This is an optimization exercise on Yosys and OpenROAD, whose aim is small area, not a production implementation. Only simulation tests tie the RTL to the original design; equivalence was not proved.

==> v2: inputs <==
## game_of_silicon
module game_of_silicon (
    input logic clk,
    input logic rst,
    input logic reset,
    input logic load,
    input logic [299:0] load_grid,
    output logic [299:0] grid_out,
    output logic [7:0] segment_pins,
    output logic [3:0] display_select,
    output logic [2:0] rgb,
    output logic vsync,
    output logic hsync
);
==> module gos_gen, before the edit <==
module gos_gen (
    input  logic [299:0] s,
    input  logic rst, reset,
    output logic [299:0] sn
);
  logic [299:0] y;
  logic [3:0] z;
  logic hs;
  genvar i;
  assign y[0] = ~s[3];
  for (i = 1; i < 300; i++) begin : xs
    if (i < 297) begin : g
      gos_xor2 u (.a(s[i]), .b(s[i+3]), .y(y[i]));
    end else begin : t
      assign y[i] = s[i];
    end
  end
  gos_selgen u_sel (.rst(rst), .reset(reset), .sh(y[1:0]), .z(z), .hs(hs));
  assign sn[0] = 1'b0;
  for (i = 1; i < 300; i++) begin : sb
    localparam int NY = (i < 3) ? i + 1 : 4;
    logic [3:0] yy;
    assign yy[0] = y[i];
    assign yy[1] = (i >= 1) ? y[(i >= 1) ? i-1 : 0] : 1'b0;
    assign yy[2] = (i >= 2) ? y[(i >= 2) ? i-2 : 0] : 1'b0;
    assign yy[3] = (i >= 3) ? y[(i >= 3) ? i-3 : 0] : 1'b0;
    gos_sbit #(.NY(NY)) u (.z(z), .hs(hs), .y(yy), .sq(s[i]), .d(sn[i]));
  end
endmodule
==> module game_of_silicon, before the edit <==
module game_of_silicon (
    input logic clk,
    input logic rst,
    input logic reset,
    input logic load,
    input logic [299:0] load_grid,
    output logic [299:0] grid_out,
    output logic [7:0] segment_pins,
    output logic [3:0] display_select,
    output logic [2:0] rgb,
    output logic vsync,
    output logic hsync
);
  logic [299:0] grid;
  logic [299:1] gen;        
  logic [6:0]   tcnt;       
  logic [3:0]   code;
  logic [5:0]   hs, vs;
  logic [4:0]   hc;
  logic [3:0]   vc;
  logic         pix_q;
  logic [299:0] grid_n, gen_n;
  logic [6:0]   tcnt_n;
  logic [3:0]   code_n;
  logic [5:0]   hs_n, vs_n;
  logic [4:0]   hc_n;
  logic [3:0]   vc_n;
  logic         pix;
  always_ff @(posedge clk) begin
    grid  <= grid_n;
    gen   <= gen_n[299:1];
    tcnt  <= tcnt_n;
    code  <= code_n;
    hs    <= hs_n;
    vs    <= vs_n;
    hc    <= hc_n;
    vc    <= vc_n;
    pix_q <= pix;
  end
  logic tick_display, tick_generation;
  gos_ticks u_ticks (.rst(rst), .t(tcnt), .t_n(tcnt_n), .td(tick_display), .tg(tick_generation));
  logic nsel_f, sel_h, sel_l, sel_s;
  gos_gridsel u_gsel (.rst(rst), .load(load), .reset(reset), .step(tick_generation),
                      .nsel_f(nsel_f), .sel_h(sel_h), .sel_l(sel_l), .sel_s(sel_s));
  logic [299:0] pn0, pk, pu0, pu1, pc0, pc1;
  gos_life u_life (.g(grid), .lg(load_grid), .sv({gen, 1'b0}), .nsel_f(nsel_f), .sel_h(sel_h),
                   .sel_l(sel_l), .sel_s(sel_s), .gn(grid_n),
                   .pn0(pn0), .pk(pk), .pu0(pu0), .pu1(pu1), .pc0(pc0), .pc1(pc1));
  gos_gen u_gen (.s({gen, 1'b0}), .rst(rst), .reset(reset), .sn(gen_n));
  logic [8:0] n;
  gos_count u_cnt (.g(grid), .pn0(pn0), .pk(pk), .pu0(pu0), .pu1(pu1), .pc0(pc0), .pc1(pc1), .n(n));
  gos_display u_disp (.n(n), .rst(rst), .tick(tick_display), .m(tcnt[5:4]), .code(code),
                      .code_n(code_n), .segment_pins(segment_pins),
                      .display_select(display_select));
  logic [19:0] colsel;
  logic [14:0] rowsel;
  gos_vga u_vga (.rst(rst), .hs(hs), .vs(vs), .hc(hc), .vc(vc), .hs_n(hs_n), .vs_n(vs_n),
                 .hc_n(hc_n), .vc_n(vc_n), .hsync(hsync), .vsync(vsync),
                 .colsel(colsel), .rowsel(rowsel));
  gos_pixel u_pix (.g(grid), .colsel(colsel), .rowsel(rowsel), .rst(rst), .pix(pix));
  assign grid_out = grid;
  assign rgb = {pix_q, 1'b0, pix_q};
endmodule
Settings: LEC_CHECK=0, ABC_AREA=0, CAP_MARGIN=20, CORE_MARGIN=2, CORE_UTILIZATION=45, SLEW_MARGIN=20, SYNTH_HIERARCHICAL=1; clock period 400.0 ns.
standard.sh (not shown) runs the stock make flow with config.mk's settings and CLKGATE_MAP_FILE= SYNTH_SCRIPT=/design/flow/synth_recipe.tcl, a recipe that flattens the netlist after the stock synthesis.
==> flow/flow/run.sh <==
#!/bin/bash
# Layout flow: the standard flow (standard.sh: ORFS synthesis to finish),
# with these changes to how the layout is made:
#  - the port buffers that ORFS puts on every input and output are the
#    smallest buffer cell (buf_1) instead of ORFS's default pick;
#  - placement keeps every net to at most 40 pins (flow/fanout.tcl);
#  - after global placement, the buffers that timing-driven placement put on
#    flip-flop outputs are taken out again (flow/unbuf.tcl);
#  - after the resize step, logic cells that drive only a few pins are swapped
#    to the smallest drive strength of the same function (flow/downsize.tcl),
#    placement buffers are made buf_2, and repair_design then fixes any slew
#    or capacitance limit;
#  - the clock tree uses larger sink clusters and no dummy loads.
# Every tool's output goes to standard_run.log here and to ORFS's own logs
# under orfs/logs.
set -o pipefail
HERE=$(pwd)
export BUFFER_PORTS_ARGS="-buffer_cell sky130_fd_sc_hd__buf_1"
export CTS_ARGS="-sink_clustering_enable -repair_clock_nets -dont_use_dummy_load -sink_clustering_size 7 -sink_clustering_max_diameter 45 -buf_list {sky130_fd_sc_hd__clkbuf_4}"
export PRE_GLOBAL_PLACE_TCL="$HERE/flow/fanout.tcl"
export POST_GLOBAL_PLACE_TCL="$HERE/flow/unbuf.tcl"
export POST_RESIZE_TCL="$HERE/flow/downsize.tcl"
bash standard.sh > standard_run.log 2>&1
==> flow/flow/downsize.tcl <==
# Swap logic cells to the smallest drive strength of the same function when
# they drive only a few pins; repair_design afterwards fixes any slew or
# capacitance limit the smaller cells break.
set block [ord::get_db_block]
set db [ord::get_db]
set swapped 0
set saved 0.0
foreach inst [$block getInsts] {
  set master [$inst getMaster]
  set name [$master getName]
  if {![regexp {^(sky130_fd_sc_hd__[a-z0-9]+)_([0-9]+)$} $name -> base drive]} { continue }
  if {$drive <= 1} { continue }
  # leave clock-tree, delay and port buffers alone
  set short [string range $base 16 end]
  if {[regexp {^(clkbuf|clkinv|clkdly|dlygate|dlymetal|bufinv|buf|conb|diode|tap|fill|decap|df|dl|sdf|edf|sedf)} $short]} { continue }
  # fanout of the output pins
  set fanout 0
  foreach it [$inst getITerms] {
    if {[$it isOutputSignal]} {
      set net [$it getNet]
      if {$net ne "NULL"} { set fanout [expr {$fanout + [llength [$net getITerms]] - 1 + [llength [$net getBTerms]]}] }
    }
  }
  if {$fanout > 6} { continue }
  set best ""
  set best_area [expr {[$master getWidth] * [$master getHeight]}]
  foreach d {1 0} {
    set cand [$db findMaster ${base}_$d]
    if {$cand eq "NULL"} { continue }
    set a [expr {[$cand getWidth] * [$cand getHeight]}]
    if {$a < $best_area} { set best $cand; set best_area $a }
  }
  if {$best eq ""} { continue }
  set old [expr {[$master getWidth] * [$master getHeight]}]
  replace_cell [$inst getName] [$best getName]
  incr swapped
  set saved [expr {$saved + ($old - $best_area) / 1e6}]
}
# buffers that placement put into high-fanout nets: buf_2 is enough for
# nearly all of them (repair_design below upsizes any that is not)
set bufswapped 0
foreach inst [$block getInsts] {
  set name [[$inst getMaster] getName]
  if {![regexp {^sky130_fd_sc_hd__buf_([0-9]+)$} $name -> drive]} { continue }
  if {$drive <= 2} { continue }
  if {[string match input* [$inst getName]] || [string match output* [$inst getName]]} { continue }
  replace_cell [$inst getName] sky130_fd_sc_hd__buf_2
  incr bufswapped
}
puts "downsize: swapped $swapped cells, [format %.1f $saved] um2 less; $bufswapped buffers to buf_2"
estimate_parasitics -placement
repair_design
Other scripts of this flow, unchanged in this note and not shown: flow/flow/fanout.tcl, flow/flow/unbuf.tcl
==> inputs of v23, as changes to v2 <==
--- a/flow/design.v
+++ b/flow/design.v
@@ -125,21 +125,29 @@
     input  logic rst, reset,
     output logic [299:0] sn
 );
-  logic [299:0] y;
+  logic [299:0] x, y;
+  logic [300:0] c;
   logic [3:0] z;
   logic hs;
+  assign c[1] = s[0];
+  assign x[0] = ~s[0];
   genvar i;
-  assign y[0] = ~s[3];
-  for (i = 1; i < 300; i++) begin : xs
+  for (i = 1; i < 300; i++) begin : inc
+    if (i < 299) begin : h
+      gos_ha u (.a(s[i]), .b(c[i]), .s(x[i]), .c(c[i+1]));
+    end else begin : t
+      gos_xor2 u (.a(s[i]), .b(c[i]), .y(x[i]));
+    end
+  end
+  for (i = 0; i < 300; i++) begin : xs
     if (i < 297) begin : g
-      gos_xor2 u (.a(s[i]), .b(s[i+3]), .y(y[i]));
+      gos_xor2 u (.a(x[i]), .b(x[i+3]), .y(y[i]));
     end else begin : t
-      assign y[i] = s[i];
+      assign y[i] = x[i];
     end
   end
   gos_selgen u_sel (.rst(rst), .reset(reset), .sh(y[1:0]), .z(z), .hs(hs));
-  assign sn[0] = 1'b0;
-  for (i = 1; i < 300; i++) begin : sb
+  for (i = 0; i < 300; i++) begin : sb
     localparam int NY = (i < 3) ? i + 1 : 4;
     logic [3:0] yy;
     assign yy[0] = y[i];
@@ -530,8 +538,7 @@
     output logic vsync,
     output logic hsync
 );
-  logic [299:0] grid;
-  logic [299:1] gen;        
+  logic [299:0] grid, gen;
   logic [6:0]   tcnt;       
   logic [3:0]   code;
   logic [5:0]   hs, vs;
@@ -547,7 +554,7 @@
   logic         pix;
   always_ff @(posedge clk) begin
     grid  <= grid_n;
-    gen   <= gen_n[299:1];
+    gen   <= gen_n;
     tcnt  <= tcnt_n;
     code  <= code_n;
     hs    <= hs_n;
@@ -562,10 +569,10 @@
   gos_gridsel u_gsel (.rst(rst), .load(load), .reset(reset), .step(tick_generation),
                       .nsel_f(nsel_f), .sel_h(sel_h), .sel_l(sel_l), .sel_s(sel_s));
   logic [299:0] pn0, pk, pu0, pu1, pc0, pc1;
-  gos_life u_life (.g(grid), .lg(load_grid), .sv({gen, 1'b0}), .nsel_f(nsel_f), .sel_h(sel_h),
+  gos_life u_life (.g(grid), .lg(load_grid), .sv(gen), .nsel_f(nsel_f), .sel_h(sel_h),
                    .sel_l(sel_l), .sel_s(sel_s), .gn(grid_n),
                    .pn0(pn0), .pk(pk), .pu0(pu0), .pu1(pu1), .pc0(pc0), .pc1(pc1));
-  gos_gen u_gen (.s({gen, 1'b0}), .rst(rst), .reset(reset), .sn(gen_n));
+  gos_gen u_gen (.s(gen), .rst(rst), .reset(reset), .sn(gen_n));
   logic [8:0] n;
   gos_count u_cnt (.g(grid), .pn0(pn0), .pk(pk), .pu0(pu0), .pu1(pu1), .pc0(pc0), .pc1(pc1), .n(n));
   gos_display u_disp (.n(n), .rst(rst), .tick(tick_display), .m(tcnt[5:4]), .code(code),
--- a/flow/flow/run.sh
+++ b/flow/flow/run.sh
@@ -8,15 +8,14 @@
 #    flip-flop outputs are taken out again (flow/unbuf.tcl);
 #  - after the resize step, logic cells that drive only a few pins are swapped
 #    to the smallest drive strength of the same function (flow/downsize.tcl),
-#    placement buffers are made buf_2, and repair_design then fixes any slew
-#    or capacitance limit;
+#    and repair_design then fixes any slew or capacitance limit;
 #  - the clock tree uses larger sink clusters and no dummy loads.
 # Every tool's output goes to standard_run.log here and to ORFS's own logs
 # under orfs/logs.
 set -o pipefail
 HERE=$(pwd)
 export BUFFER_PORTS_ARGS="-buffer_cell sky130_fd_sc_hd__buf_1"
-export CTS_ARGS="-sink_clustering_enable -repair_clock_nets -dont_use_dummy_load -sink_clustering_size 7 -sink_clustering_max_diameter 45 -buf_list {sky130_fd_sc_hd__clkbuf_4}"
+export CTS_ARGS="-sink_clustering_enable -repair_clock_nets -dont_use_dummy_load -sink_clustering_size 22 -sink_clustering_max_diameter 120 -buf_list {sky130_fd_sc_hd__clkbuf_8 sky130_fd_sc_hd__clkbuf_16}"
 export PRE_GLOBAL_PLACE_TCL="$HERE/flow/fanout.tcl"
 export POST_GLOBAL_PLACE_TCL="$HERE/flow/unbuf.tcl"
 export POST_RESIZE_TCL="$HERE/flow/downsize.tcl"
--- a/flow/flow/downsize.tcl
+++ b/flow/flow/downsize.tcl
@@ -36,17 +36,6 @@
   incr swapped
   set saved [expr {$saved + ($old - $best_area) / 1e6}]
 }
-# buffers that placement put into high-fanout nets: buf_2 is enough for
-# nearly all of them (repair_design below upsizes any that is not)
-set bufswapped 0
-foreach inst [$block getInsts] {
-  set name [[$inst getMaster] getName]
-  if {![regexp {^sky130_fd_sc_hd__buf_([0-9]+)$} $name -> drive]} { continue }
-  if {$drive <= 2} { continue }
-  if {[string match input* [$inst getName]] || [string match output* [$inst getName]]} { continue }
-  replace_cell [$inst getName] sky130_fd_sc_hd__buf_2
-  incr bufswapped
-}
-puts "downsize: swapped $swapped cells, [format %.1f $saved] um2 less; $bufswapped buffers to buf_2"
+puts "downsize: swapped $swapped cells, [format %.1f $saved] um2 less"
 estimate_parasitics -placement
 repair_design
- CORE_UTILIZATION: 45 -> 60
==> comparison table <==
item                                                                                   v2                         v23
Arrival time of data at the critical path endpoint                               84870 ps                     2750 ps
Share of the clock period used by the worst path                                    0.210                       0.207
Share of final layout cell area taken by non-clock buffers                         0.0443                      0.0465
Worst reg-to-reg path cell count                                                       37                         302
Insertion delay of the later-clocked pin in the worst-skew pair                   1230 ps                      630 ps
Type of the worst setup path                                       input port to register     register to output port
F_max                                                                            11.9 MHz                    12.1 MHz
Worst Path Max Fanout                                                                  39                           7
Seq. cell area                                                                12700 sq um                 12700 sq um
Fraction of met1 tracks used by global routing                                      0.473                       0.602
Max transition margin                                                               0.262                       0.260
Final core utilization                                                              0.498                       0.658
Outcome                                                                    finished clean              finished clean
First-pass GRT wire length                                                 354000 microns              356000 microns
Final standard cell count with taps included and fillers excluded                    7559                        7471
Die area                                                                     129000 sq um                104000 sq um
Critical path's slowest cell                                       sky130_fd_sc_hd__buf_2  sky130_fd_sc_hd__a2111oi_0
Crit path time final                                                             83880 ps                    82750 ps

## port drivers added, routing unchanged
The flow's constraints put no driver on any port. The routed layouts listed below were extracted and timed again, unchanged, in two steps.
Step 1: set_driving_cell puts a clkbuf_16 on clk and a buf_2 on each other input, an assumption about the parent block.
Step 2 adds t to the input delays and takes it off the output delays; t is the mean of the earliest and latest rising clock arrival at the registers after step 1. Input paths then give back, and output paths get back, about the clock's delay inside the block.
Three values: ideal, step 1, step 2; two values: the first two.
run | shift t [ns] | setup slack, ns | latest minus earliest clock arrival (ns) | worst data-port slew with drivers (ns)
v2 | 1.253 | 316.125 / 316.177 / 314.924 | 0.131 / 0.130 | 0.15
v23 | 0.696 | 317.253 / 317.171 / 316.696 | 0.028 / 0.028 | 0.14
After both steps setup and hold are still met in every run listed. The setup slack of v2, which loses most, moves by +0.052 ns with the drivers and by -1.201 ns with both steps.
